From an optimization exercise on the open Yosys and OpenROAD flow, aimed at small area and a short achievable clock period; shortcuts taken in it are not production practice.
No run shown here included a check of the RTL's function; only the layout flow was run.
Power is estimated from default activity; no workload was simulated.

[design/flow/constraint.sdc]
create_clock -name core_clock -period 4.0 [get_ports {clk_i}]
set_input_delay 0.8000 -clock core_clock [delete_from_list [all_inputs] [get_ports {clk_i}]]
set_output_delay 0.8000 -clock core_clock [all_outputs]
set_load 0.01 [all_outputs]
[design/flow/run.sh]
#!/bin/bash
# synth_recipe.tcl (not shown) runs the flow's synth.tcl, then flattens the netlist and writes it again
# the make line also repeats each setting of config.mk as NAME=value (left out here)
make -C /OpenROAD-flow-scripts/flow DESIGN_CONFIG=/design/flow/config.mk WORK_HOME=/design/flow/orfs CLKGATE_MAP_FILE= SYNTH_SCRIPT=/design/flow/synth_recipe.tcl finish
[design/flow/design.v]
module M216A_TopModule(
    input  wire       clk_i,
    input  wire       rst_i,
    input  wire [4:0] width_i,
    input  wire [4:0] height_i,
    output wire [7:0] index_x_o,
    output wire [7:0] index_y_o,
    output wire [3:0] strike_o
);
    reg k4, k5, k6, k7, k8, k9, k10, k11, k12, k13;
    reg [4:0] wr;
    always @(posedge clk_i) begin
        k4  <= height_i == 5'd4;
        k5  <= height_i == 5'd5;
        k6  <= height_i == 5'd6;
        k7  <= height_i == 5'd7;
        k8  <= height_i == 5'd8;
        k9  <= height_i == 5'd9;
        k10 <= height_i == 5'd10;
        k11 <= height_i == 5'd11;
        k12 <= height_i == 5'd12;
        k13 <= height_i >= 5'd13;
        wr  <= width_i;
    end
    wire valid = k4 | k5 | k6 | k7 | k8 | k9 | k10 | k11 | k12 | k13;
    reg started;
    reg ph0, ph1, ph2, ph3;
    always @(posedge clk_i) begin
        if (rst_i) begin
            started <= 1'b0;
            {ph0, ph1, ph2, ph3} <= 4'b1000;
        end else begin
            if (valid) started <= 1'b1;
            if (valid | started) {ph0, ph1, ph2, ph3} <= {ph3, ph0, ph1, ph2};
        end
    end
    wire clr = rst_i | ~started;
    reg  [52:1] RH, RT;
    wire [3:0] T1  = RT[4:1],   T2  = RT[8:5],   T3  = RT[12:9],  T4  = RT[16:13];
    wire [3:0] T5  = RT[20:17], T6  = RT[24:21], T7  = RT[28:25], T8  = RT[32:29];
    wire [3:0] T9  = RT[36:33], T10 = RT[40:37], T11 = RT[44:41], T12 = RT[48:45];
    wire [3:0] T13 = RT[52:49];
    wire [3:0] A0 = {4{k4}} & T10 | {4{k5}} & T8 | {4{k6}} & T6 | {4{k7}} & T4
                  | {4{k8}} & T1  | {4{k9}} & T3 | {4{k10}} & T5 | {4{k11}} & T7
                  | {4{k12}} & T9 | {4{k13}} & T13;
    wire [3:0] A1 = {4{k4}} & T8  | {4{k5}} & T6 | {4{k6}} & T4 | {4{k7}} & T1
                  | {4{k8}} & T2  | {4{k9}} & T5 | {4{k10}} & T7 | {4{k11}} & T9
                  | {4{k12}} | {4{k13}} & T12;
    wire [3:0] A2 = {4{k7}} & T2 | {4{k8}} & T3 | {4{k13}} & T11
                  | {4{~(k7 | k8 | k13)}};
    function cmp4;
        input [3:0] a, b;
        input c;
        reg [3:0] lt, le;
        begin
            lt = ~a & b;
            le = ~a | b;
            cmp4 = lt[3] | le[3] & lt[2] | le[3] & le[2] & lt[1]
                 | le[3] & le[2] & le[1] & lt[0] | (&le) & c;
        end
    endfunction
    wire [3:0] klo = 4'd0 - wr[3:0];
    wire [3:0] kn  = ph1 ? 4'd7 : klo;
    reg le01, le02, le12, f0, f1, f2;
    always @(posedge clk_i) begin
        if (ph0 | ph1) begin
            le01 <= cmp4(A0, A1, ph0 | le01);
            le02 <= cmp4(A0, A2, ph0 | le02);
            le12 <= cmp4(A1, A2, ph0 | le12);
            f0   <= cmp4(A0, kn, ph0 | f0);
            f1   <= cmp4(A1, kn, ph0 | f1);
            f2   <= cmp4(A2, kn, ph0 | f2);
        end
    end
    wire win0 = le01 & le02;
    wire win1 = ~le01 & le12;
    wire win2 = ~win0 & ~win1;
    wire fit = win0 & f0 | win1 & f1 | win2 & f2;
    wire [3:0] Tsel = {4{win0}} & A0 | {4{win1}} & A1 | {4{win2}} & A2;
    wire [3:0] cid = {4{k4 & win0}} & 4'd10 | {4{k4 & ~win0}} & 4'd8
                   | {4{k5 & win0}} & 4'd8  | {4{k5 & ~win0}} & 4'd6
                   | {4{k6 & win0}} & 4'd6  | {4{k6 & ~win0}} & 4'd4
                   | {4{k7 & win0}} & 4'd4  | {4{k7 & win1}} & 4'd1 | {4{k7 & win2}} & 4'd2
                   | {4{k8 & win0}} & 4'd1  | {4{k8 & win1}} & 4'd2 | {4{k8 & win2}} & 4'd3
                   | {4{k9 & win0}} & 4'd3  | {4{k9 & ~win0}} & 4'd5
                   | {4{k10 & win0}} & 4'd5 | {4{k10 & ~win0}} & 4'd7
                   | {4{k11 & win0}} & 4'd7 | {4{k11 & ~win0}} & 4'd9
                   | {4{k12}} & 4'd9
                   | {4{k13 & win0}} & 4'd13 | {4{k13 & win1}} & 4'd12 | {4{k13 & win2}} & 4'd11;
    reg inc;
    wire [3:0] d = ph3 ? {3'b0, inc} : wr[3:0];
    wire c1 = d[0] & Tsel[0];
    wire c2 = d[1] ? (Tsel[1] | c1) : (Tsel[1] & c1);
    wire c3 = d[2] ? (Tsel[2] | c2) : (Tsel[2] & c2);
    wire c4 = d[3] ? (Tsel[3] | c3) : (Tsel[3] & c3);
    wire [3:0] sum = Tsel ^ d ^ {c3, c2, c1, 1'b0};
    reg [3:0] sumr;
    always @(posedge clk_i) begin
        inc  <= c4 | wr[4];
        sumr <= sum;
    end
    reg [3:0] code;
    reg [7:0] xq;
    always @(posedge clk_i) begin
        if (rst_i)
            code <= 4'd0;
        else if (ph2)
            code <= ~valid ? 4'd0 : (fit ? cid : 4'd15);
    end
    always @(posedge clk_i) begin
        if (ph2) xq[3:0] <= Tsel;
        if (ph3) xq[7:4] <= Tsel;
    end
    wire wph = ph3 | ph0;
    integer s;
    always @(posedge clk_i) begin
        for (s = 1; s <= 13; s = s + 1) begin
            RH[4*s -: 4] <= RT[4*s -: 4];
            if (clr)
                RT[4*s -: 4] <= 4'd0;
            else if (wph && code == s)
                RT[4*s -: 4] <= sumr;
            else
                RT[4*s -: 4] <= RH[4*s -: 4];
        end
    end
    reg ld, strk;
    always @(posedge clk_i) begin
        ld   <= ~rst_i & ph1 & (code != 4'd0);
        strk <= code == 4'd15;
    end
    reg [7:0] ytab;
    always @(*) begin
        case (code)
            4'd1:  ytab = 8'd0;
            4'd2:  ytab = 8'd8;
            4'd3:  ytab = 8'd16;
            4'd4:  ytab = 8'd25;
            4'd5:  ytab = 8'd32;
            4'd6:  ytab = 8'd42;
            4'd7:  ytab = 8'd48;
            4'd8:  ytab = 8'd59;
            4'd9:  ytab = 8'd64;
            4'd10: ytab = 8'd76;
            4'd11: ytab = 8'd80;
            4'd12: ytab = 8'd96;
            4'd13: ytab = 8'd112;
            default: ytab = 8'd128;
        endcase
    end
    reg [7:0] xo, yo;
    reg [3:0] so;
    always @(posedge clk_i) begin
        if (rst_i) begin
            xo <= 8'd0;
            yo <= 8'd0;
            so <= 4'd0;
        end else if (ld) begin
            xo <= strk ? 8'd128 : xq;
            yo <= ytab;
            if (strk) so <= so + 4'd1;
        end
    end
    assign index_x_o = xo;
    assign index_y_o = yo;
    assign strike_o  = so;
endmodule
[design/flow/config.mk]
export PLATFORM = sky130hd
export DESIGN_NAME = M216A_TopModule
export DESIGN_NICKNAME = M216A_TopModule
export VERILOG_FILES = /design/flow/design.v
export SDC_FILE = /design/flow/constraint.sdc
export NUM_CORES = 4
export LEC_CHECK = 0
export ABC_CLOCK_PERIOD_IN_PS = 1500
export CAP_MARGIN = 20
export CORE_MARGIN = 2
export CORE_UTILIZATION = 40
export CTS_BUF_LIST = sky130_fd_sc_hd__clkbuf_4 sky130_fd_sc_hd__clkbuf_8
export GPL_TIMING_DRIVEN = 0
export SETUP_SLACK_MARGIN = 1.8
export SLEW_MARGIN = 20
==> notes.md, run 1 <==
----------------------------------------------------
[Run status]
  Result of the run ... timing/DRC/antenna clean

[Yosys]
  Cell types occupying the most area after synthesis ... dfxtp_1 47%, edfxtp_1 6.3%, a21oi_1 4.6%, mux2i_1 4.2%, nand2_1 4.1%
  Netlist Area Pre-Place ... 6630 sq um
  Yosys synthesis warning count ... 1
  Synth unique cells ... 58
  Count of flip-flops with a built-in enable after synthesis ... 14
  Synthesized flop and latch total ... about 170
  Top flip-flop cell by instance count after synthesis ... dfxtp_1
  Top-count cell post-synth ... dfxtp_1
  Area fraction of the dominant cell type after synthesis ... 46.8%
  Synth top cells by count ... 155 x dfxtp_1, 72 x nand2_1, 68 x nor2_1
  Library cell occupying the most area in the post-synthesis netlist ... dfxtp_1
  Average cell area after synthesis ... 9.49 sq um
  Syn Inst Count ... 699
  Net count after synthesis ... 718
  Fraction of the yosys area taken by sequential cells ... 53.1%
  Proportion of register bits with asynchronous set or reset after synthesis ... 0%

[Power]
  Fraction of power spent switching nets ... around 25%
  Design internal power ... 2470 uW
  Leakage component of the power ... 0.00296 uW
  Worst-case vdd ir drop ... 0.234 mV
  Clock power frac ... 39.9%
  Combinational share of power ... approximately 6.8%
  Switching power total ... between 800 and 900 uW
  Share of total power in sequential cells ... 53.3%
  Final Power ... 3290 uW
  Total power density per cell area ... 416 nW/um^2

[Final layout]
  Share of final-layout standard cells stronger than drive strength 1 ... 13.6%
  Synthesis-to-finish area growth ... 19.1%
  Count of fill cells added during filler insertion ... between 1,500 and 2,000
  Combined area of the multi-input logic cells ... 2970 sq um
  Diode insertion count for antenna repair ... 0
  Sequential cell area ... ~3500 sq um
  Total number of nets in the final design ... 779

[Worst setup path]
  Path type of the worst setup path ... reg2reg
  Slack of the worst reg-to-reg path ... 1510 ps
  Capture instance of the worst register-to-register path ... sumr[3]
  Critical path arrival ... 2820 ps
  Critical path required time ... roughly 4300 ps
  Crit Path Max Fanout ... 8
  Startpoint of the worst-slack reg-to-reg timing path ... k13
  Worst R2R Path Depth ... 9
  Critical Path Sink Type ... register
  Worst setup SP type ... register

[Clock tree]
  Clock-pin transition on the worst setup and hold timing paths ... 90 ps
  Clock latency reported for the late side of the worst-skew pair ... 470 ps
  CTS tree ... yes
  Total CTS buffers ... 17
  Post-CTS Hold Buffers ... 0
  Clock root cell ... clkbuf_8
  Clock buffer depth ... 2
  Number of sinks handled by clock tree synthesis ... 169
  Number of H-tree levels ... 4

[Floorplan]
  Floorplan die width ... 133 microns
  Vert. Die Dim ... 133 microns
  Initial core utilization ... 40.4%
  Row Count ... 47
  Ports placed on the boundary ... 32
  Area of the die ... 17,600 sq um
  Area of the core ... 16,400 sq um

[Detailed routing]
  Per-cell routed wire length ... roughly 17 microns
  Drt first-iter violations ... 554
  Average vias per placed instance ... between 5 and 6
  Total number of vias ... approximately 5,400
  Number of optimization iterations in the first detailed-route pass ... 5
  Antenna Violating Nets Remaining ... 0
  # DRC ... 0
  Routed WL ... approximately 17,000 microns

[Global routing]
  Via count of the first global-routing pass ... 4,962
  Leftover overflow at the end of global routing ... 0
  Tot GR Track Use ... 19.4%
  Number of antenna violations at the first check in global routing ... 0
  Global-route wire length before repair ... between 20,000 and 30,000 microns
  Maximum number of pins on one net before global-route repair ... 17

[Placement]
  Final weighted congestion of routability-driven global placement ... 0.926
  Sum of net half-perimeters after detailed placement ... 12,200 microns
  Buffers added on ports ... 31

[Job]
  Max-capacitance violation count ... 0

[Timing]
  Final critical path time including I/O delays and setup ... 2490 ps
  Fin crit share ... between 60% and 70%
  Final Hold Viols ... 0
  Number of setup violations in the final report ... 0
  Final slew viol count ... 0
  Peak Freq ... 0.402 GHz
  Worst Skew ... 17.1 ps
  Worst Max-Slew Pin Slew ... 900 ps
  Setup repair after global routing missed its margin ... true
  Tightest slew margin relative to the limit ... 40.0%
  Total Negative Setup Slacks ... 0 ps

[Hold path]
  Class of the tightest hold or removal check ... reg2reg
  Worst Hold Depth ... 0
  Hold Path End ... RH[45]
  Hold Path Origin ... RT[45]

----------------------------------------------------
[critical path, stage by stage (launching register included)]
cell and delay [ps]:
dfxtp_2 320, buf_6 130, a222oi_1 490, nand2_2 220
o21ai_1 260, o32ai_4 180, maj3_2 370, a2bb2oi_1 140
o211a_1 130, xnor2_1 120
[flip-flops by register name (all words and copies together), names as in the netlist, 5 cells and up]
name	count
RT	52
wr	5
xo	8
xq	8
yo	8
RH	52
[per-layer routing]
metal	global-route usage (%)	vias up	part of all wire, %
met2	29.6	192	45
met1	26.8	2520	46
met4	7.17	0	3.0
li1	-	2599	-
met3	4.64	39	6.3
met5	0	-	0
[power groups by stage]
stage | sequential (uW) | combinational (uW) | clock (uW)
5_1_grt | 1760 | 246 | 1410
6_report | 1750 | 225 | 1310
2_1_floorplan | 1780 | 140 | 0
3_5_place_dp | 1790 | 208 | 0
4_1_cts | 1750 | 217 | 1340
3_3_place_gp | 1790 | 204 | 0
[repair_timing]
| item | 4_1_cts | 5_1_grt |
|---|---|---|
| endpoints found under the hold margin | 0 | 0 |
| setup buffers | 9 | 2 |
| setup endpoints to repair | 25 | 42 |
| gates resized for setup | 30 | 24 |
| pin swaps | 15 | 22 |
[cells by family (layout without fill, tap and decap cells)]
logic type	Yosys count	count (layout)	synth area share [%]
simple gates	253	253	17.7
flops	169	169	53.1
compound gates	156	156	16.3
buf+inv	63	137	3.85
mux	28	28	4.23
fa+ha+maj	22	22	3.77
xor+xnor	8	8	1.06
[worst max path at each step]
stage | end | slack (ps) | from
detailed placement | le01 | 1150 | k8
floorplan | sumr[3] | 1640 | k12
global route | sumr[3] | 1410 | k13
finish | sumr[3] | 1510 | k13
CTS | sumr[3] | 1490 | k8
global placement | le01 | 1090 | k4
[cell usage in the layout, fill, tap and decap left out, types with 14 or more instances in the layout]
cell,instances
clkbuf_8,18
a21oi_1,59
edfxtp_1,14
nor2_1,66
nand2b_1,18
nand2_1,69
nand3_1,50
mux2i_1,28
clkdlybuf4s50_1,25
clkbuf_1,30
a22oi_1,25
inv_1,14
dfxtp_1,150
[final cells by class]
cell class | instances | share of cell area (%)
multi-input combinational | 467 | 37.6
sequential | 169 | 44.7
buffer | 48 | 2.82
inverter | 15 | 0.713
tap | 220 | 3.49
timing repair buffer | 42 | 5.16
clock buffer | 19 | 3.23
clock inverter | 13 | 2.31
[stage by stage]
stage,util (%),instances,cell area [sq um],setup slack (ps),hold WS [ps]
floorplan,-,699,6630,1640,330
global placement,44.0,950,7220,1090,359
detailed placement,44.0,950,7220,1150,360
CTS,47.6,991,7810,1490,375
global route,48.1,993,7900,1410,384
finish,48.1,993,7900,1510,371
==> inputs of run 2 (changes only) <==
==> design/flow/flow/run.sh (new file) <==
#!/bin/bash
# Standard layout, but with faster port buffers than the default pick.
cp standard.sh standard_sh.txt
export BUFFER_PORTS_ARGS="-buffer_cell sky130_fd_sc_hd__buf_4"
bash standard.sh > standard.log 2>&1
==> design/flow/standard.sh (new file) <==
#!/bin/bash
# synth_recipe.tcl (not shown) runs the flow's synth.tcl, then flattens the netlist and writes it again
# the make line also repeats each setting of config.mk as NAME=value (left out here)
make -C /OpenROAD-flow-scripts/flow DESIGN_CONFIG=/design/flow/config.mk WORK_HOME=/design/flow/orfs CLKGATE_MAP_FILE= SYNTH_SCRIPT=/design/flow/synth_recipe.tcl "${@:-finish}"
--- a/design/flow/config.mk
+++ b/design/flow/config.mk
@@ -11,5 +11,5 @@
 export CORE_UTILIZATION = 40
 export CTS_BUF_LIST = sky130_fd_sc_hd__clkbuf_4 sky130_fd_sc_hd__clkbuf_8
 export GPL_TIMING_DRIVEN = 0
-export SETUP_SLACK_MARGIN = 1.8
+export SETUP_SLACK_MARGIN = 2.2
 export SLEW_MARGIN = 20
removed: design/flow/run.sh
==> run 2 against run 1 <==
  * Critical endpoint unchanged
  * Largest cell class unchanged
  * Clock power is 9.9% lower
  * Fmax is 0.67% lower
  * First-iteration DRC count is 29% lower
  * Synthesized area stayed put
  * Critical path depth is 3 higher
  * Global-route usage is 0.90 points higher
==> notes.md, run 2 <==
----------------------------------------------------
[Run status]
  Result of the run ... timing/DRC/antenna clean

[Placement]
  Setup WS pre-CTS ... 1150 ps (+2.79 ps)
  Buffers added on ports ... 31 (unchanged)
  Sum of net half-perimeters after detailed placement ... 12,500 microns (+2.1%)
  # placed instances ... 950 (unchanged)
  Final weighted congestion of routability-driven global placement ... 0.946 (+2.1%)

[Global routing]
  Tot GR Track Use ... 20.3% (+0.90 points)
  Met1 Usage GRT ... 27.6% (+0.83 points)
  Met3 usage ... 4.06% (-0.57 points)
  Via count of the first global-routing pass ... 5,175 (+4.3%)
  Leftover overflow at the end of global routing ... 0 (unchanged)
  Global-route wire length before repair ... 28,100 microns (+5.2%)
  M2 GR Usage ... 31.6% (+2.0 points)
  Number of antenna violations at the first check in global routing ... 0 (unchanged)
  Most used routing layer in global routing ... met2
  Maximum number of pins on one net before global-route repair ... 19 (+2)

[Timing]
  Final slew viol count ... 0 (unchanged)
  Setup repair after global routing missed its margin ... true
  Worst Max-Slew Pin Slew ... 819 ps (-80.0 ps)
  Worst Skew ... 15.5 ps (-1.57 ps)
  Final critical path time including I/O delays and setup ... 2500 ps (+16.8 ps)
  Total Negative Setup Slacks ... 0 ps (unchanged)
  Peak Freq ... 0.400 GHz (-0.67%)
  Number of setup violations in the final report ... 0 (unchanged)
  Minimum setup slack in the final design ... 1500 ps (-16.8 ps)
  Fin crit share ... 62.6% (+0.42 points)
  Tightest slew margin relative to the limit ... 45.3% (+5.3 points)
  Final Hold Viols ... 0 (unchanged)

[Clock tree]
  Clock latency reported for the late side of the worst-skew pair ... 470 ps (about the same)
  Clock buffer depth ... 2 (unchanged)
  CTS tree ... yes
  Post-CTS Hold Buffers ... 0 (unchanged)
  Clock root cell ... clkbuf_8
  Number of H-tree levels ... 4 (unchanged)
  Clock-pin transition on the worst setup and hold timing paths ... 100 ps (about the same)
  Total CTS buffers ... 17 (unchanged)
  Number of sinks handled by clock tree synthesis ... 169 (unchanged)

[Final layout]
  Share of final-layout standard cells stronger than drive strength 1 ... 24.6% (+11 points)
  Top Registers ... RH x52, RT x52
  Most frequent cells in the layout ... 142 x dfxtp_1, 67 x nand2_1, 62 x nor2_1
  Synthesis-to-finish area growth ... 22.9%
  Post-layout instance count excluding filler cells ... 1,010 (+1.7%)
  Total number of nets in the final design ... 796 (+2.2%)
  Diode insertion count for antenna repair ... 0 (unchanged)
  Most common library cell in the layout ignoring fill and taps ... dfxtp_1
  Count of fill cells added during filler insertion ... 1,515 (-1.6%)

[Yosys]
  Syn Inst Count ... 699 (unchanged)
  Netlist Area Pre-Place ... 6630 sq um (unchanged)
  Synthesized flop and latch total ... 169 (unchanged)
  Proportion of register bits with asynchronous set or reset after synthesis ... 0% (unchanged)
  Count of flip-flops with a built-in enable after synthesis ... 14 (unchanged)
  Average cell area after synthesis ... 9.49 sq um (unchanged)
  Cell types occupying the most area after synthesis ... dfxtp_1 47%, edfxtp_1 6.3%, a21oi_1 4.6%, mux2i_1 4.2%, nand2_1 4.1%
  Post-synthesis mux area share ... 4.23% (unchanged)
  Synth top cells by count ... 155 x dfxtp_1, 72 x nand2_1, 68 x nor2_1
  Area fraction of the dominant cell type after synthesis ... 46.8% (unchanged)
  Area fraction in and, or, nand and nor cells after synthesis ... 17.7% (unchanged)
  Share of synthesized cell area in full adder, half adder and majority cells ... 3.77% (unchanged)
  Fraction of the yosys area taken by sequential cells ... 53.1% (unchanged)
  Net count after synthesis ... 718 (unchanged)
  Yosys synthesis warning count ... 1 (unchanged)
  Combinational family with the most area after synthesis ... simple AND/OR/NAND/NOR gates
  Compound-Gate Fraction of Synth Area ... 16.3% (unchanged)
  Top-count cell post-synth ... dfxtp_1
  Library cell occupying the most area in the post-synthesis netlist ... dfxtp_1
  Top flip-flop cell by instance count after synthesis ... dfxtp_1
  Area share of xor/xnor cells in the synthesized design ... 1.06% (unchanged)
  Synth unique cells ... 58 (unchanged)

[Job]
  Max-capacitance violation count ... 0 (unchanged)

[Floorplan]
  Area of the die ... 17,600 sq um (unchanged)
  Row Count ... 47 (unchanged)
  Initial core utilization ... 40.4% (unchanged)
  Vert. Die Dim ... 133 microns (unchanged)
  Floorplan die width ... 133 microns (unchanged)
  Ports placed on the boundary ... 32 (unchanged)
  Area of the core ... 16,400 sq um (unchanged)

[Worst setup path]
  Slack of the worst reg-to-reg path ... 1500 ps (-20 ps)
  Critical path required time ... 4360 ps (+30 ps)
  Critical Path Source ... k12
  Worst R2R Path Depth ... 12 (+3)
  Critical Path Sink Type ... register
  Path type of the worst setup path ... reg2reg
  Worst setup SP type ... register
  Crit Path Max Fanout ... 4 (-4)
  Capture instance of the worst register-to-register path ... sumr[3]
  Critical path arrival ... 2860 ps (+40 ps)
  End of the critical path ... sumr[3]
  Startpoint of the worst-slack reg-to-reg timing path ... k12

[Detailed routing]
  Total number of vias ... 5,507 (+2.9%)
  Number of optimization iterations in the first detailed-route pass ... 5 (unchanged)
  Per-cell routed wire length ... 17.6 microns (+2.5%)
  Drt first-iter violations ... 391 (-29%)
  # DRC ... 0 (unchanged)
  Average vias per placed instance ... 5.45 (+1.2%)
  Antenna Violating Nets Remaining ... 0 (unchanged)
  Routed WL ... 17,800 microns (+4.3%)

[Power]
  Final Power ... 3190 uW (-3.2%)
  Total power density per cell area ... 391 nW/um^2 (-6.1%)
  Worst-case vdd ir drop ... 0.236 mV (+0.86%)
  Leakage component of the power ... 0.00307 uW (+3.8%)

[Hold path]
  Class of the tightest hold or removal check ... reg2reg

----------------------------------------------------
## run 2: cell counts after synthesis
No cell type changed its count.
## run 2: logic make-up (layout without fill, tap and decap cells)
| logic type | count (synthesis) | in the layout |
|---|---|---|
| compound gates | 156 | 156 |
| simple gates | 253 | 253 |
| mux | 28 | 28 |
| flops | 169 | 169 |
| fa+ha+maj | 22 | 22 |
| buf+inv | 63 | 154 |
| xor+xnor | 8 | 8 |
## run 2: metal layers
metal	part of all wire [%]	wire [microns]	vias up
met3	5.4	964	39
met1	45	8070	2631
met5	0	0	-
met2	46	8190	191
li1	-	-	2646
met4	3.0	529	0
## run 2: layout make-up
class	instances	area, sq um	share of cell area [%]
multi-input combinational	467	3120	38.3
clock buffer	18	248	3.04
inverter	15	56.3	0.691
clock inverter	14	146	1.80
sequential	169	3550	43.5
tap	220	275	3.38
timing repair buffer	59	477	5.85
buffer	48	277	3.39
## run 2: where the power goes
group          internal (uW)  switching [uW]
Combinational           94.4             155
Sequential              1730            24.8
Clock                    482             701
Total                   2300             881
## run 2: critical path: stages (launching register included)
cell and delay (ps):
dfxtp_2 340, buf_8 110, a22o_1 210, a221oi_2 210, and4_4 290, nand2_2 50, o211ai_1 110, o21ai_2 120
ha_4 190, maj3_2 340, a2bb2oi_2 170, o211a_1 130, xnor2_1 120
## run 2: through the flow
step                      hold slack, ps  utilization (%)  instance area [sq um]
after CTS                            378             48.4                   7940
after global routing                 389             49.7                   8150
after floorplan                      330                -                   6660
final                                373             49.7                   8150
after global placement               358             43.7                   7160
after detailed placement             358             43.7                   7160
## run 2: worst min-delay path by stage
stage / to / startpoint / slack (ps) / cells after the start
4_1_cts: RH[38] / RT[38] / 380 / 0
6_report: RH[38] / RT[38] / 370 / 0
2_1_floorplan: RH[42] / RT[42] / 330 / 0
3_5_place_dp: RH[51] / RT[51] / 360 / 0
5_1_grt: RH[52] / RT[52] / 390 / 0
3_3_place_gp: RH[52] / RT[52] / 360 / 0
## run 2: repair_timing
action                     in CTS  in global routing
setup buffers                  18                 10
setup endpoints to repair      76                 70
pin swaps                      24                 29
gates resized for setup        69                 50
==> inputs of run 3 (changes only) <==
--- a/design/flow/design.v
+++ b/design/flow/design.v
@@ -7,22 +7,28 @@
     output wire [7:0] index_y_o,
     output wire [3:0] strike_o
 );
-    reg k4, k5, k6, k7, k8, k9, k10, k11, k12, k13;
+    wire [4:0] h = height_i;
+    reg s10, s4, s3, s9, s13, s8, s78, s5, s6, s7;
+    reg ab0, ab1, ab2, vr;
     reg [4:0] wr;
     always @(posedge clk_i) begin
-        k4  <= height_i == 5'd4;
-        k5  <= height_i == 5'd5;
-        k6  <= height_i == 5'd6;
-        k7  <= height_i == 5'd7;
-        k8  <= height_i == 5'd8;
-        k9  <= height_i == 5'd9;
-        k10 <= height_i == 5'd10;
-        k11 <= height_i == 5'd11;
-        k12 <= height_i == 5'd12;
-        k13 <= height_i >= 5'd13;
+        s10 <= h == 5'd4;
+        s4  <= h == 5'd6 || h == 5'd7;
+        s3  <= h == 5'd8 || h == 5'd9;
+        s9  <= h == 5'd11 || h == 5'd12;
+        s13 <= h >= 5'd13;
+        s8  <= h == 5'd4 || h == 5'd5;
+        s78 <= h == 5'd7 || h == 5'd8;
+        s5  <= h == 5'd9 || h == 5'd10;
+        s6  <= h == 5'd5 || h == 5'd6;
+        s7  <= h == 5'd10 || h == 5'd11;
+        ab0 <= h == 5'd5 || h == 5'd10;
+        ab1 <= h == 5'd6 || h == 5'd11 || h == 5'd12;
+        ab2 <= h == 5'd4 || h == 5'd9 || h == 5'd12;
+        vr  <= |h[4:2];
         wr  <= width_i;
     end
-    wire valid = k4 | k5 | k6 | k7 | k8 | k9 | k10 | k11 | k12 | k13;
+    wire valid = vr;
     reg started;
     reg ph0, ph1, ph2, ph3;
     always @(posedge clk_i) begin
@@ -40,14 +46,15 @@
     wire [3:0] T5  = RT[20:17], T6  = RT[24:21], T7  = RT[28:25], T8  = RT[32:29];
     wire [3:0] T9  = RT[36:33], T10 = RT[40:37], T11 = RT[44:41], T12 = RT[48:45];
     wire [3:0] T13 = RT[52:49];
-    wire [3:0] A0 = {4{k4}} & T10 | {4{k5}} & T8 | {4{k6}} & T6 | {4{k7}} & T4
-                  | {4{k8}} & T1  | {4{k9}} & T3 | {4{k10}} & T5 | {4{k11}} & T7
-                  | {4{k12}} & T9 | {4{k13}} & T13;
-    wire [3:0] A1 = {4{k4}} & T8  | {4{k5}} & T6 | {4{k6}} & T4 | {4{k7}} & T1
-                  | {4{k8}} & T2  | {4{k9}} & T5 | {4{k10}} & T7 | {4{k11}} & T9
-                  | {4{k12}} | {4{k13}} & T12;
-    wire [3:0] A2 = {4{k7}} & T2 | {4{k8}} & T3 | {4{k13}} & T11
-                  | {4{~(k7 | k8 | k13)}};
+    wire [3:0] A0 = {4{s10}} & T10 | {4{s4}} & T4 | {4{s3}} & T3 | {4{s9}} & T9
+                  | {4{s13}} & T13 | {4{ab0}};
+    wire [3:0] A1 = {4{s8}} & T8 | {4{s78}} & T1 | {4{s5}} & T5 | {4{s13}} & T12
+                  | {4{ab1}};
+    wire [3:0] A2 = {4{s6}} & T6 | {4{s78}} & T2 | {4{s7}} & T7 | {4{s13}} & T11
+                  | {4{ab2}};
+    wire k8 = s78 & s3;
+    wire p01 = ~k8;
+    wire p02 = ~(k8 | s4 & s6 | s9 & s7);
     function cmp4;
         input [3:0] a, b;
         input c;
@@ -64,8 +71,8 @@
     reg le01, le02, le12, f0, f1, f2;
     always @(posedge clk_i) begin
         if (ph0 | ph1) begin
-            le01 <= cmp4(A0, A1, ph0 | le01);
-            le02 <= cmp4(A0, A2, ph0 | le02);
+            le01 <= cmp4(A0, A1, ph0 ? p01 : le01);
+            le02 <= cmp4(A0, A2, ph0 ? p02 : le02);
             le12 <= cmp4(A1, A2, ph0 | le12);
             f0   <= cmp4(A0, kn, ph0 | f0);
             f1   <= cmp4(A1, kn, ph0 | f1);
@@ -77,16 +84,12 @@
     wire win2 = ~win0 & ~win1;
     wire fit = win0 & f0 | win1 & f1 | win2 & f2;
     wire [3:0] Tsel = {4{win0}} & A0 | {4{win1}} & A1 | {4{win2}} & A2;
-    wire [3:0] cid = {4{k4 & win0}} & 4'd10 | {4{k4 & ~win0}} & 4'd8
-                   | {4{k5 & win0}} & 4'd8  | {4{k5 & ~win0}} & 4'd6
-                   | {4{k6 & win0}} & 4'd6  | {4{k6 & ~win0}} & 4'd4
-                   | {4{k7 & win0}} & 4'd4  | {4{k7 & win1}} & 4'd1 | {4{k7 & win2}} & 4'd2
-                   | {4{k8 & win0}} & 4'd1  | {4{k8 & win1}} & 4'd2 | {4{k8 & win2}} & 4'd3
-                   | {4{k9 & win0}} & 4'd3  | {4{k9 & ~win0}} & 4'd5
-                   | {4{k10 & win0}} & 4'd5 | {4{k10 & ~win0}} & 4'd7
-                   | {4{k11 & win0}} & 4'd7 | {4{k11 & ~win0}} & 4'd9
-                   | {4{k12}} & 4'd9
-                   | {4{k13 & win0}} & 4'd13 | {4{k13 & win1}} & 4'd12 | {4{k13 & win2}} & 4'd11;
+    wire [3:0] cid = {4{win0 & s10}} & 4'd10 | {4{win0 & s4}} & 4'd4 | {4{win0 & s3}} & 4'd3
+                   | {4{win0 & s9}} & 4'd9 | {4{win0 & s13}} & 4'd13
+                   | {4{win1 & s8}} & 4'd8 | {4{win1 & s78}} & 4'd1 | {4{win1 & s5}} & 4'd5
+                   | {4{win1 & s13}} & 4'd12
+                   | {4{win2 & s6}} & 4'd6 | {4{win2 & s78}} & 4'd2 | {4{win2 & s7}} & 4'd7
+                   | {4{win2 & s13}} & 4'd11;
     reg inc;
     wire [3:0] d = ph3 ? {3'b0, inc} : wr[3:0];
     wire c1 = d[0] & Tsel[0];
--- a/design/flow/config.mk
+++ b/design/flow/config.mk
@@ -5,7 +5,6 @@
 export SDC_FILE = /design/flow/constraint.sdc
 export NUM_CORES = 4
 export LEC_CHECK = 0
-export ABC_CLOCK_PERIOD_IN_PS = 1500
 export CAP_MARGIN = 20
 export CORE_MARGIN = 2
 export CORE_UTILIZATION = 40
==> run 3 against run 2 <==
  * Still clean
  * Clock power down 4%
  * Die area down 2.2%
  * Clock skew down 8.8 ps
  * Largest cell class unchanged
  * Highest routed layer unchanged
==> notes.md, run 3 <==
----------------------------------------------------
[Detailed routing]
  Routed WL ... 17,000 microns (-4.3%)
  Met1 wire length ... 7710 microns (-4.5%)
  Detail Route met3 WL ... 896 microns (-7.1%)
  Number of optimization iterations in the first detailed-route pass ... 6 (+1)
  # DRC ... 0 (unchanged)
  Met2 WL post-DR ... 7860 microns (-4.0%)
  Per-cell routed wire length ... 17.4 microns (-0.96%)
  Drt first-iter violations ... 562 (+44%)
  Total number of vias ... 5,212 (-5.4%)
  Average vias per placed instance ... 5.34 (-2.1%)
  Highest metal layer with signal wires ... met4
  Antenna Violating Nets Remaining ... 0 (unchanged)

[Floorplan]
  Floorplan die width ... 131 microns (-1.1%)
  Row Count ... 46 (-2.1%)
  Vert. Die Dim ... 131 microns (-1.1%)
  Area of the core ... 15,900 sq um (-3.2%)
  Initial core utilization ... 40.8% (+0.37 points)
  Ports placed on the boundary ... 32 (unchanged)
  Area of the die ... 17,200 sq um (-2.2%)

[Clock tree]
  Clock-pin transition on the worst setup and hold timing paths ... 80 ps (-20 ps)
  Clock buffer depth ... 2 (unchanged)
  Total CTS buffers ... 17 (unchanged)
  Number of H-tree levels ... 4 (unchanged)
  Number of sinks handled by clock tree synthesis ... 173 (+2.4%)
  CTS tree ... yes
  Clock latency reported for the late side of the worst-skew pair ... 460 ps (about the same)
  Clock root cell ... clkbuf_8

[Worst setup path]
  Capture instance of the worst register-to-register path ... sumr[3]
  Worst R2R Path Depth ... 9 (-3)
  Critical path arrival ... 2900 ps (+40 ps)
  Critical Path Sink Type ... register
  Critical Path Slowest Stage Cell ... a222oi_1
  Slack of the worst reg-to-reg path ... 1450 ps (-50 ps)
  Startpoint of the worst-slack reg-to-reg timing path ... s6
  Series of cell instances along the critical path ... a222oi_1 > and2_1 > buf_6 > nor3_2 > a221o_2 > ha_4 > or3_4 > a32oi_2 > xnor2_1
  Crit Path Max Fanout ... 4 (unchanged)
  Path type of the worst setup path ... reg2reg
  Worst setup SP type ... register
  Worst Path Buf+Inv ... 1 (unchanged)
  Critical path required time ... 4350 ps (about the same)
  CP max stage delay ... 490 ps (+150 ps)
  Largest delay contributor family on the critical path ... compound AO/OA/AOI/OAI gates

[Yosys]
  Area fraction of the dominant cell type after synthesis ... 49.1% (+2.3 points)
  Average cell area after synthesis ... 9.70 sq um (+2.2%)
  Top flip-flop cell by instance count after synthesis ... dfxtp_1
  Synth top cells by count ... 159 x dfxtp_1, 81 x nor2_1, 62 x a21oi_1
  Library cell occupying the most area in the post-synthesis netlist ... dfxtp_1
  Cell types occupying the most area after synthesis ... dfxtp_1 49%, edfxtp_1 6.5%, mux2i_1 4.9%, a21oi_1 4.8%, nor2_1 4.7%
  Yosys synthesis warning count ... 1 (unchanged)
  Synthesized flop and latch total ... 173 (+2.4%)
  Net count after synthesis ... 687 (-4.3%)
  Netlist Area Pre-Place ... 6480 sq um (-2.3%)
  Proportion of register bits with asynchronous set or reset after synthesis ... 0% (unchanged)
  Fraction of the yosys area taken by sequential cells ... 55.6% (+2.5 points)
  Synth unique cells ... 55 (-5.2%)
  Count of flip-flops with a built-in enable after synthesis ... 14 (unchanged)
  Top-count cell post-synth ... dfxtp_1
  Syn Inst Count ... 668 (-4.4%)

[Hold path]
  Class of the tightest hold or removal check ... reg2reg
  Worst Hold Depth ... 0 (unchanged)
  Hold Path End ... RH[35]
  Hold Path Origin ... RT[35]

[Final layout]
  Most frequent cells in the layout ... 150 x dfxtp_1, 75 x nor2_1, 60 x a21oi_1
  Util after Layout ... 49.6% (about the same)
  Diode insertion count for antenna repair ... 0 (unchanged)
  Most common library cell in the layout ignoring fill and taps ... dfxtp_1
  Share of final-layout standard cells stronger than drive strength 1 ... 23.2% (-1.4 points)
  Top Registers ... RH x52, RT x52
  Count of fill cells added during filler insertion ... 1,496 (-1.3%)
  Synthesis-to-finish area growth ... 21.7%
  Sequential cell area ... 3620 sq um (+2.1%)
  Combined area of the multi-input logic cells ... 2850 sq um (-8.7%)
  Total number of nets in the final design ... 766 (-3.8%)

[Global routing]
  Leftover overflow at the end of global routing ... 0 (unchanged)
  Via count of the first global-routing pass ... 4,948 (-4.4%)
  Tot GR Track Use ... 19.7% (-0.61 points)
  Global-route wire length before repair ... 26,600 microns (-5.1%)
  Maximum number of pins on one net before global-route repair ... 17 (-2)
  Number of antenna violations at the first check in global routing ... 0 (unchanged)

[Job]
  Max-capacitance violation count ... 0 (unchanged)

[Run status]
  Result of the run ... timing/DRC/antenna clean

[Placement]
  Sum of net half-perimeters after detailed placement ... 11,600 microns (-7.4%)
  Buffers added on ports ... 30 (-3.2%)
  Final weighted congestion of routability-driven global placement ... 0.880 (-6.9%)

[Timing]
  Fin Hold WS ... 356 ps (-17.1 ps)
  Final Hold Viols ... 0 (unchanged)
  Fin crit share ... 63.8% (+1.3 points)
  Peak Freq ... 0.392 GHz (-2.0%)
  Number of setup violations in the final report ... 0 (unchanged)
  Final slew viol count ... 0 (unchanged)
  Total Negative Setup Slacks ... 0 ps (unchanged)
  Tightest slew margin relative to the limit ... 54.7% (+9.4 points)
  Final critical path time including I/O delays and setup ... 2550 ps (+50.4 ps)
  Worst Skew ... 6.68 ps (-8.83 ps)
  Setup repair after global routing missed its margin ... true
  Worst Max-Slew Pin Slew ... 680 ps (-140 ps)

[Power]
  Leakage component of the power ... 0.00292 uW (-5.0%)
  Worst-case vdd ir drop ... 0.335 mV (+42%)
  Total power density per cell area ... 421 nW/um^2 (+7.8%)

----------------------------------------------------
## run 3: cell types whose count changed in the layout (fill, tap and decap cells not counted), sizes merged, moves of 9 or more
cell / change
nand3: -38
o21ai: +25
a22oi: -16
nand2: -15
nor2: +13
inv: -9
## run 3: repair_timing
item / in CTS / in global routing
gates resized for setup: 64 / 27
cloned: 0 / 0
setup buffers: 23 / 7
hold buffers: 0 / 0
endpoints found under the setup margin: 76 / 79
pin swaps: 33 / 23
## run 3: metal layers
metal / vias to the layer above / track usage [%]
met2: 191 / 31.4
met5: - / 0
met4: 0 / 8.70
li1: 2497 / -
met1: 2484 / 25.8
met3: 40 / 4.32
## run 3: how the worst max path moves through the flow
| stage | startpoint | end | slack, ps | cells past startpoint |
|---|---|---|---|---|
| floorplan | s6 | inc | 1790 | 9 |
| global placement | s5 | inc | 1320 | 7 |
| detailed placement | s6 | inc | 1280 | 9 |
| CTS | s6 | inc | 1390 | 9 |
| global route | s6 | sumr[3] | 1400 | 9 |
| finish | s6 | sumr[3] | 1450 | 9 |
## run 3: metrics by stage
step / total power, uW / setup WS (ps) / area (sq um) / std cells
2_1_floorplan: 2050 / 1790 / 6510 / 668
3_3_place_gp: 2150 / 1320 / 7000 / 914
3_5_place_dp: 2160 / 1280 / 7000 / 914
4_1_cts: 3320 / 1390 / 7760 / 969
5_1_grt: 3450 / 1400 / 7880 / 976
6_report: 3320 / 1450 / 7880 / 976
## run 3: cells by family after synthesis
kind of cell / count (synthesis) / synth area share, %
AO/OA/AOI/OAI: 160 / 15.4
XOR/XNOR: 12 / 1.62
adder cells (fa/ha/maj): 19 / 3.32
buffers and inverters: 55 / 3.79
flip-flops: 173 / 55.6
multiplexers: 33 / 5.12
AND/OR/NAND/NOR: 216 / 15.1
## run 3: area by class of cell
class	instances	share of cell area (%)
buffer	41	3.09
tap	216	3.43
timing repair buffer	60	6.09
clock inverter	11	1.17
inverter	14	0.667
sequential	173	45.9
multi-input combinational	440	36.2
clock buffer	21	3.43
## run 3: report_power, final
| group | internal [uW] | total, uW | switching, uW |
|---|---|---|---|
| registers | 1780 | 1820 | 39.3 |
| clock network | 524 | 1130 | 611 |
| logic | 148 | 367 | 219 |
==> inputs of run 4 (changes only) <==
==> design/flow/run.sh (new file) <==
#!/bin/bash
# synth_recipe.tcl (not shown) runs the flow's synth.tcl, then flattens the netlist and writes it again
# the make line also repeats each setting of config.mk as NAME=value (left out here)
make -C /OpenROAD-flow-scripts/flow DESIGN_CONFIG=/design/flow/config.mk WORK_HOME=/design/flow/orfs CLKGATE_MAP_FILE= SYNTH_SCRIPT=/design/flow/synth_recipe.tcl finish
--- a/design/flow/config.mk
+++ b/design/flow/config.mk
@@ -10,5 +10,5 @@
 export CORE_UTILIZATION = 40
 export CTS_BUF_LIST = sky130_fd_sc_hd__clkbuf_4 sky130_fd_sc_hd__clkbuf_8
 export GPL_TIMING_DRIVEN = 0
-export SETUP_SLACK_MARGIN = 2.2
+export SETUP_SLACK_MARGIN = 1.8
 export SLEW_MARGIN = 20
removed: design/flow/flow/run.sh
removed: design/flow/standard.sh
==> run 4 against run 3 <==
  * Fmax rose by 0.80%
  * Final area fell by 1.2%
  * Worst hold slack got worse by 7.7 ps
  * Clock-buffer cell count fell by 4
  * Utilization fell by 0.60 points
  * First-iteration DRC count fell by 26%
==> notes.md, run 4 <==
----------------------------------------------------
[Power]
  Worst-case vdd ir drop ... 0.236 mV (-30%)
  Leakage component of the power ... 0.00283 uW (-2.9%)
  Total power density per cell area ... 438 nW/um^2 (+3.9%)

[Yosys]
  Synth unique cells ... 55 (unchanged)
  Top flip-flop cell by instance count after synthesis ... dfxtp_1
  Cell types occupying the most area after synthesis ... dfxtp_1 49%, edfxtp_1 6.5%, mux2i_1 4.9%, a21oi_1 4.8%, nor2_1 4.7%
  Yosys synthesis warning count ... 1 (unchanged)
  Netlist Area Pre-Place ... 6480 sq um (unchanged)
  Average cell area after synthesis ... 9.70 sq um (unchanged)
  Fraction of the yosys area taken by sequential cells ... 55.6% (unchanged)
  Proportion of register bits with asynchronous set or reset after synthesis ... 0% (unchanged)
  Synth top cells by count ... 159 x dfxtp_1, 81 x nor2_1, 62 x a21oi_1
  Net count after synthesis ... 687 (unchanged)
  Area fraction of the dominant cell type after synthesis ... 49.1% (unchanged)
  Synthesized flop and latch total ... 173 (unchanged)
  Count of flip-flops with a built-in enable after synthesis ... 14 (unchanged)
  Top-count cell post-synth ... dfxtp_1
  Library cell occupying the most area in the post-synthesis netlist ... dfxtp_1
  Syn Inst Count ... 668 (unchanged)

[Hold path]
  Hold Path End ... RH[35]
  Hold Path Origin ... RT[35]
  Class of the tightest hold or removal check ... reg2reg
  Worst Hold Depth ... 0 (unchanged)

[Clock tree]
  CTS tree ... yes
  Total CTS buffers ... 17 (unchanged)
  Number of H-tree levels ... 4 (unchanged)
  Post-CTS Hold Buffers ... 0 (unchanged)
  Clock latency reported for the late side of the worst-skew pair ... 460 ps (about the same)
  Clock buffer depth ... 2 (unchanged)
  Clock-pin transition on the worst setup and hold timing paths ... 100 ps (+20 ps)
  Number of sinks handled by clock tree synthesis ... 173 (unchanged)
  Clock root cell ... clkbuf_8

[Floorplan]
  Initial core utilization ... 40.8% (unchanged)
  Vert. Die Dim ... 131 microns (unchanged)
  Area of the core ... 15,900 sq um (unchanged)
  Area of the die ... 17,200 sq um (unchanged)
  Row Count ... 46 (unchanged)
  Floorplan die width ... 131 microns (unchanged)
  Ports placed on the boundary ... 32 (unchanged)

[Placement]
  Buffers added on ports ... 30 (unchanged)
  Final weighted congestion of routability-driven global placement ... 0.910 (+3.3%)
  # placed instances ... 914 (unchanged)
  Sum of net half-perimeters after detailed placement ... 11,500 microns (about the same)

[Timing]
  Final Hold Viols ... 0 (unchanged)
  Peak Freq ... 0.395 GHz (+0.80%)
  Fin Hold WS ... 348 ps (-7.67 ps)
  Final slew viol count ... 0 (unchanged)
  Number of setup violations in the final report ... 0 (unchanged)
  Setup repair after global routing missed its margin ... true
  Tightest slew margin relative to the limit ... 54.3% (-0.35 points)
  Worst Max-Slew Pin Slew ... 685 ps (+5.21 ps)
  Worst Skew ... 10.5 ps (+3.78 ps)
  Total Negative Setup Slacks ... 0 ps (unchanged)
  Fin crit share ... 63.3% (-0.51 points)
  Final critical path time including I/O delays and setup ... 2530 ps (-20.4 ps)

[Detailed routing]
  Antenna Violating Nets Remaining ... 0 (unchanged)
  Per-cell routed wire length ... 16.9 microns (-2.8%)
  Number of optimization iterations in the first detailed-route pass ... 5 (-1)
  Average vias per placed instance ... 5.25 (-1.7%)
  Routed WL ... 16,300 microns (-4.0%)
  # DRC ... 0 (unchanged)
  Drt first-iter violations ... 418 (-26%)
  Total number of vias ... 5,062 (-2.9%)

[Job]
  Max-capacitance violation count ... 0 (unchanged)

[Global routing]
  Via count of the first global-routing pass ... 4,871 (-1.6%)
  Global-route wire length before repair ... 25,900 microns (-2.7%)
  Number of antenna violations at the first check in global routing ... 0 (unchanged)
  Maximum number of pins on one net before global-route repair ... 18 (+1)
  Tot GR Track Use ... 19.2% (-0.47 points)
  Leftover overflow at the end of global routing ... 0 (unchanged)

[Worst setup path]
  Critical Path Sink Type ... register
  Worst setup SP type ... register
  Critical path required time ... 4390 ps (+40 ps)
  Series of cell instances along the critical path ... a222oi_1 > and2_1 > buf_6 > nor3_2 > a221o_2 > ha_4 > or3_4 > a32oi_4 > xnor2_1
  Worst R2R Path Depth ... 9 (unchanged)
  Largest delay contributor family on the critical path ... compound AO/OA/AOI/OAI gates
  Capture instance of the worst register-to-register path ... sumr[3]
  CP max stage delay ... 470 ps (-20 ps)
  Slack of the worst reg-to-reg path ... 1470 ps (+20 ps)
  Crit Path Max Fanout ... 6 (+2)
  Number of cells on the critical path ... 9 (unchanged)
  Critical path arrival ... 2930 ps (+30 ps)
  Startpoint of the worst-slack reg-to-reg timing path ... s7
  Critical Path Slowest Stage Cell ... a222oi_1
  Worst Path Buf+Inv ... 1 (unchanged)
  Path type of the worst setup path ... reg2reg

[Final layout]
  Most common library cell in the layout ignoring fill and taps ... dfxtp_1
  Most frequent cells in the layout ... 154 x dfxtp_1, 81 x nor2_1, 61 x a21oi_1
  Total number of nets in the final design ... 754 (-1.6%)
  Synthesis-to-finish area growth ... 20.2%
  Diode insertion count for antenna repair ... 0 (unchanged)
  Top Registers ... RH x52, RT x52
  Post-layout instance count excluding filler cells ... 964 (-1.2%)
  Share of final-layout standard cells stronger than drive strength 1 ... 13.6% (-9.5 points)

[Run status]
  Result of the run ... timing/DRC/antenna clean

----------------------------------------------------
-- run 4: cell families after synthesis --
| logic type | synth area share [%] |
|---|---|
| fa+ha+maj | 3.32 |
| flops | 55.6 |
| mux | 5.12 |
| xor+xnor | 1.62 |
| buf+inv | 3.79 |
| compound gates | 15.4 |
| simple gates | 15.1 |
-- run 4: cell type report --
type / count / area, sq um
inverter: 14 / 52.6
tap: 216 / 270
clock inverter: 15 / 174
fill: 1512 / 8100
multi-input combinational: 440 / 2770
sequential: 173 / 3610
buffer: 41 / 219
clock buffer: 17 / 234
timing repair buffer: 48 / 457
-- run 4: through the flow --
step                total power, uW  cell area, sq um  worst slack, ps  utilization, %
finish                         3410              7790             1470            49.0
global placement               2150              7070             1330            44.5
global route                   3530              7790             1400            49.0
floorplan                      2050              6500             1790               -
detailed placement             2160              7070             1350            44.5
CTS                            3420              7680             1450            48.3
-- run 4: timing repair --
item                                    4_1_cts  5_1_grt
setup buffers                                14        4
resized for setup                            25       22
gates cloned                                  0        0
pin swaps                                    23       17
endpoints found under the setup margin       16       21
-- run 4: worst register-to-register path: cells and delay by family, from the launching register on --
kind / cells / cell delay [ps]
compound gates: 3 / 1080
xor+xnor: 1 / 140
fa+ha+maj: 1 / 180
buf+inv: 1 / 100
flops: 1 / 390
simple gates: 3 / 580
-- run 4: worst max-delay path by stage --
stage | from | to
after global placement | s6 | inc
after detailed placement | s6 | inc
after global routing | s7 | sumr[3]
after floorplan | s6 | inc
after CTS | s6 | sumr[3]
final | s7 | sumr[3]
-- run 4: report_power, final --
| group | switching (uW) | internal, uW |
|---|---|---|
| clock network | 676 | 577 |
| registers | 37.1 | 1780 |
| logic | 205 | 131 |
-- run 4: metal layers --
metal  vias to the layer above  wire [microns]  global-route usage, %
li1                       2470               -                      -
met1                      2387            7560                   24.7
met2                       168            7470                   31.8
met3                        37             757                   3.74
met4                         0             530                   7.91
met5                         -               0                      0
==> inputs of run 5 (changes only) <==
--- a/design/flow/design.v
+++ b/design/flow/design.v
@@ -70,20 +70,25 @@
     wire [3:0] kn  = ph1 ? 4'd7 : klo;
     reg le01, le02, le12, f0, f1, f2;
     always @(posedge clk_i) begin
-        if (ph0 | ph1) begin
-            le01 <= cmp4(A0, A1, ph0 ? p01 : le01);
-            le02 <= cmp4(A0, A2, ph0 ? p02 : le02);
-            le12 <= cmp4(A1, A2, ph0 | le12);
-            f0   <= cmp4(A0, kn, ph0 | f0);
-            f1   <= cmp4(A1, kn, ph0 | f1);
-            f2   <= cmp4(A2, kn, ph0 | f2);
-        end
+        le01 <= cmp4(A0, A1, ph0 ? p01 : le01);
+        le02 <= cmp4(A0, A2, ph0 ? p02 : le02);
+        le12 <= cmp4(A1, A2, ph0 | le12);
+        f0   <= cmp4(A0, kn, ph0 | f0);
+        f1   <= cmp4(A1, kn, ph0 | f1);
+        f2   <= cmp4(A2, kn, ph0 | f2);
     end
     wire win0 = le01 & le02;
     wire win1 = ~le01 & le12;
     wire win2 = ~win0 & ~win1;
     wire fit = win0 & f0 | win1 & f1 | win2 & f2;
-    wire [3:0] Tsel = {4{win0}} & A0 | {4{win1}} & A1 | {4{win2}} & A2;
+    reg w0r, w1r, w2r;
+    always @(posedge clk_i) begin
+        w0r <= win0;
+        w1r <= win1;
+        w2r <= win2;
+    end
+    wire [3:0] Tsel = ph3 ? ({4{w0r}} & A0 | {4{w1r}} & A1 | {4{w2r}} & A2)
+                          : ({4{win0}} & A0 | {4{win1}} & A1 | {4{win2}} & A2);
     wire [3:0] cid = {4{win0 & s10}} & 4'd10 | {4{win0 & s4}} & 4'd4 | {4{win0 & s3}} & 4'd3
                    | {4{win0 & s9}} & 4'd9 | {4{win0 & s13}} & 4'd13
                    | {4{win1 & s8}} & 4'd8 | {4{win1 & s78}} & 4'd1 | {4{win1 & s5}} & 4'd5
==> design/flow/flow/run.sh (new file) <==
#!/bin/bash
# Standard layout, but with faster port buffers than the default pick.
cp standard.sh standard_sh.txt
export BUFFER_PORTS_ARGS="-buffer_cell sky130_fd_sc_hd__buf_2"
bash standard.sh > standard.log 2>&1
==> design/flow/standard.sh (new file) <==
#!/bin/bash
# synth_recipe.tcl (not shown) runs the flow's synth.tcl, then flattens the netlist and writes it again
# the make line also repeats each setting of config.mk as NAME=value (left out here)
make -C /OpenROAD-flow-scripts/flow DESIGN_CONFIG=/design/flow/config.mk WORK_HOME=/design/flow/orfs CLKGATE_MAP_FILE= SYNTH_SCRIPT=/design/flow/synth_recipe.tcl "${@:-finish}"
--- a/design/flow/config.mk
+++ b/design/flow/config.mk
@@ -10,5 +10,5 @@
 export CORE_UTILIZATION = 40
 export CTS_BUF_LIST = sky130_fd_sc_hd__clkbuf_4 sky130_fd_sc_hd__clkbuf_8
 export GPL_TIMING_DRIVEN = 0
-export SETUP_SLACK_MARGIN = 1.8
+export SETUP_SLACK_MARGIN = 2.2
 export SLEW_MARGIN = 20
removed: design/flow/run.sh
==> run 5 against run 4 <==
  * Still clean
  * Cell count is 3.4% higher
  * Worst setup slack worse by 450 ps
  * Utilization is 0.93 points higher
  * Clock-buffer cell count is 6 higher
  * Synthesized area is 1.4% higher
  * Worst hold slack better by 5.2 ps
  * Clock power is 9% higher
  * Wire length is 6.9% higher
  * Sequential power is 3% higher
  * Synthesized cell count is 2.1% higher
  * Power is 6.7% higher
  * Non-clock buffer count is 15 higher
  * Critical endpoint unchanged
==> notes.md, run 5 <==
----------------------------------------------------
[Yosys]
  Area fraction of the dominant cell type after synthesis ... 51.2% (+2.0 points)
  Fraction of the yosys area taken by sequential cells ... 54.8% (-0.79 points)
  Yosys synthesis warning count ... 1 (unchanged)
  Count of flip-flops with a built-in enable after synthesis ... 8 (-6)
  Top-count cell post-synth ... dfxtp_1
  Netlist Area Pre-Place ... 6570 sq um (+1.4%)
  Syn Inst Count ... 682 (+2.1%)
  Synth unique cells ... 58 (+5.5%)
  Library cell occupying the most area in the post-synthesis netlist ... dfxtp_1
  Synth top cells by count ... 168 x dfxtp_1, 78 x nor2_1, 65 x a21oi_1
  Cell types occupying the most area after synthesis ... dfxtp_1 51%, a21oi_1 4.9%, mux2i_1 4.7%, nor2_1 4.5%, edfxtp_1 3.7%
  Top flip-flop cell by instance count after synthesis ... dfxtp_1
  Proportion of register bits with asynchronous set or reset after synthesis ... 0% (unchanged)
  Synthesized flop and latch total ... 176 (+1.7%)
  Average cell area after synthesis ... 9.64 sq um (-0.63%)
  Net count after synthesis ... 701 (+2.0%)

[Final layout]
  Layout Cell Area excl Fill ... 7990 sq um (+2.6%)
  Synthesis-to-finish area growth ... 21.6%
  Most frequent cells in the layout ... 162 x dfxtp_1, 71 x nor2_1, 63 x a21oi_1
  Util after Layout ... 50.0% (+0.93 points)
  Diode insertion count for antenna repair ... 0 (unchanged)
  Top Registers ... RH x52, RT x52
  Share of final-layout standard cells stronger than drive strength 1 ... 23.2% (+9.5 points)
  Total number of nets in the final design ... 787 (+4.4%)
  Most common library cell in the layout ignoring fill and taps ... dfxtp_1
  Count of fill cells added during filler insertion ... 1,507 (-0.33%)

[Timing]
  Tightest slew margin relative to the limit ... 47.0% (-7.4 points)
  Total Negative Setup Slacks ... 0 ps (unchanged)
  Worst Max-Slew Pin Slew ... 796 ps (+111 ps)
  Final critical path time including I/O delays and setup ... 2980 ps (+448 ps)
  Worst Skew ... 10.8 ps (+0.292 ps)
  Setup repair after global routing missed its margin ... true
  Final Hold Viols ... 0 (unchanged)
  Number of setup violations in the final report ... 0 (unchanged)
  Fin Hold WS ... 354 ps (+5.25 ps)
  Final slew viol count ... 0 (unchanged)
  Peak Freq ... 0.336 GHz (-15%)
  Fin crit share ... 74.5% (+11 points)

[Power]
  Fraction of power spent switching nets ... 25.4% (-1.5 points)
  Worst-case vdd ir drop ... 0.309 mV (+31%)
  Share of total power in sequential cells ... 51.3% (-2.1 points)
  Switching power total ... 926 uW (+0.82%)
  Clock power frac ... 37.3% (+0.5 points)
  Combinational share of power ... 11.4% (+1.6 points)
  Design internal power ... 2710 uW (+8.8%)
  Leakage component of the power ... 0.00302 uW (+6.6%)
  Total power density per cell area ... 455 nW/um^2 (+3.9%)

[Worst setup path]
  Cell repeated most along the worst path ... a222oi_1
  Slack of the worst reg-to-reg path ... 1020 ps (-450 ps)
  Path type of the worst setup path ... reg2reg
  Series of cell instances along the critical path ... buf_6 > a222oi_1 > nand2_1 > a222oi_1 > a21oi_2 > ha_4 > a2111oi_4 > o31ai_4 > and2_1 > a2bb2oi_1 > o221ai_1
  Critical path required time ... 4330 ps (-60 ps)
  Worst setup SP type ... register
  CP max stage delay ... 460 ps (about the same)
  Critical Path Sink Type ... register
  Capture instance of the worst register-to-register path ... sumr[3]
  Critical Path Slowest Stage Cell ... a222oi_1
  Worst R2R Path Depth ... 11 (+2)
  Critical path arrival ... 3310 ps (+380 ps)
  Crit Path Max Fanout ... 5 (-1)
  Startpoint of the worst-slack reg-to-reg timing path ... s78

[Global routing]
  Global-route wire length before repair ... 27,900 microns (+7.7%)
  Maximum number of pins on one net before global-route repair ... 17 (-1)
  Via count of the first global-routing pass ... 5,201 (+6.8%)
  Tot GR Track Use ... 20.4% (+1.2 points)
  Number of antenna violations at the first check in global routing ... 0 (unchanged)
  Leftover overflow at the end of global routing ... 0 (unchanged)

[Detailed routing]
  Average vias per placed instance ... 5.34 (+1.7%)
  Drt first-iter violations ... 492 (+18%)
  Number of optimization iterations in the first detailed-route pass ... 6 (+1)
  # DRC ... 0 (unchanged)
  Per-cell routed wire length ... 17.5 microns (+3.4%)
  Antenna Violating Nets Remaining ... 0 (unchanged)
  Routed WL ... 17,400 microns (+6.9%)
  Total number of vias ... 5,324 (+5.2%)

[Job]
  Max-capacitance violation count ... 0 (unchanged)

[Placement]
  Final weighted congestion of routability-driven global placement ... 0.903 (-0.74%)
  Buffers added on ports ... 30 (unchanged)
  Sum of net half-perimeters after detailed placement ... 12,300 microns (+6.5%)
  Instance area at placement ... 7080 sq um (about the same)

[Hold path]
  Class of the tightest hold or removal check ... reg2reg
  Hold Path End ... RH[40]
  Worst Hold Depth ... 0 (unchanged)
  Hold Path Origin ... RT[40]

[Run status]
  Result of the run ... timing/DRC/antenna clean

[Clock tree]
  Clock-pin transition on the worst setup and hold timing paths ... 90 ps (about the same)
  Clock root cell ... clkbuf_8
  Clock buffer depth ... 2 (unchanged)
  Clock latency reported for the late side of the worst-skew pair ... 460 ps (about the same)
  Number of sinks handled by clock tree synthesis ... 176 (+1.7%)
  Total CTS buffers ... 17 (unchanged)
  Number of H-tree levels ... 4 (unchanged)
  CTS tree ... yes

[Floorplan]
  Row Count ... 46 (unchanged)
  Ports placed on the boundary ... 32 (unchanged)
  Area of the die ... 17,500 sq um (+1.4%)
  Initial core utilization ... 41.1% (+0.29 points)
  Vert. Die Dim ... 132 microns (+0.70%)
  Floorplan die width ... 132 microns (+0.70%)
  Area of the core ... 16,000 sq um (+0.72%)

----------------------------------------------------
## run 5: stage by stage
stage	instances	setup slack, ps	total power, uW
after floorplan	682	1440	2130
after global placement	928	978	2250
after detailed placement	928	918	2260
after CTS	983	1110	3630
after global routing	997	895	3770
final	997	1020	3640
## run 5: cells by family (layout without fill, tap and decap cells)
family	count (synthesis)	in the layout	share of synthesized area (%)
adders and majority gates	29	29	4.99
AOI/OAI and AO/OA	166	166	15.9
DFF	176	176	54.8
xor gates and xnor gates	9	9	1.20
muxes	33	33	5.10
buffers and inverters	57	156	3.52
and+or+nand+nor	212	212	14.5
## run 5: layout make-up
cell class / count / area (sq um) / share of cell area, %
timing repair buffer: 67 / 450 / 5.63
multi-input combinational: 449 / 2950 / 36.9
tap: 216 / 270 / 3.38
sequential: 176 / 3620 / 45.2
clock buffer: 23 / 292 / 3.65
buffer: 37 / 186 / 2.33
inverter: 20 / 77.6 / 0.970
clock inverter: 9 / 155 / 1.94
## run 5: how the worst max path moves through the flow
stage	start	end	cells after the start
after global routing	s78	sumr[3]	11
final	s78	sumr[3]	11
after floorplan	s78	inc	11
after detailed placement	s78	sumr[3]	11
after global placement	s78	sumr[3]	11
after CTS	s78	sumr[3]	11
## run 5: power groups by stage
stage / Clock (uW) / Combinational, uW / Sequential, uW
2_1_floorplan: 0 / 244 / 1890
3_3_place_gp: 0 / 347 / 1900
3_5_place_dp: 0 / 352 / 1910
4_1_cts: 1380 / 386 / 1870
5_1_grt: 1450 / 447 / 1870
6_report: 1360 / 414 / 1870
## run 5: layer usage
metal | track usage (%) | vias to the layer above | wire (microns)
met5 | 0 | - | 0
met4 | 6.39 | 0 | 277
met3 | 4.31 | 22 | 762
met2 | 33.1 | 148 | 8320
met1 | 27.3 | 2585 | 8080
li1 | - | 2569 | -
## run 5: timing repair
| action | CTS | global route |
|---|---|---|
| buffers inserted | 23 | 14 |
| pin swaps | 27 | 16 |
| cloned | 0 | 0 |
| resized for setup | 27 | 45 |
| hold buffers | 0 | 0 |
| endpoints found under the setup margin | 79 | 80 |
## run 5: worst max-delay path: cells and delay by family (launching register included)
kind            cells  cell delay (ps)
flops               1              340
buf+inv             1              120
fa+ha+maj           1              200
compound gates      7             1770
simple gates        2              410

==> port drivers added, routing unchanged <==
In the flow no input, the clock included, has a driving cell. The finished layouts below were timed again as built, in two steps. Step 1: set_driving_cell puts a clkbuf_16 on clk_i and a buf_2 on each other input, an assumption about the parent block. Step 2 also shifts input and output timing later by t, the mid clock arrival at the registers, as if the neighbouring blocks saw the same clock. Slacks: ideal ports / drivers / drivers and shift; pairs: ideal ports / drivers.
run | t, ns | setup slack, ns | worst setup path after step 2 | latest minus earliest clock arrival (ns) | worst slew at a driven data input, ns
run 1 | 0.492 | 1.515 / 1.515 / 1.459 | input to register | 0.017 / 0.018 | 0.03
run 2 | 0.498 | 1.498 / 1.498 / 1.498 | register to register | 0.016 / 0.015 | 0.03
run 3 | 0.491 | 1.447 / 1.447 / 1.447 | register to register | 0.007 / 0.007 | 0.04
run 4 | 0.492 | 1.468 / 1.468 / 1.468 | register to register | 0.012 / 0.012 | 0.03
run 5 | 0.487 | 1.020 / 1.020 / 1.020 | register to register | 0.012 / 0.012 | 0.03
After both steps every run listed still meets setup and hold. The setup slack of run 1, which loses most, moves by 0.000 ns with the drivers and by -0.056 ns with both steps.
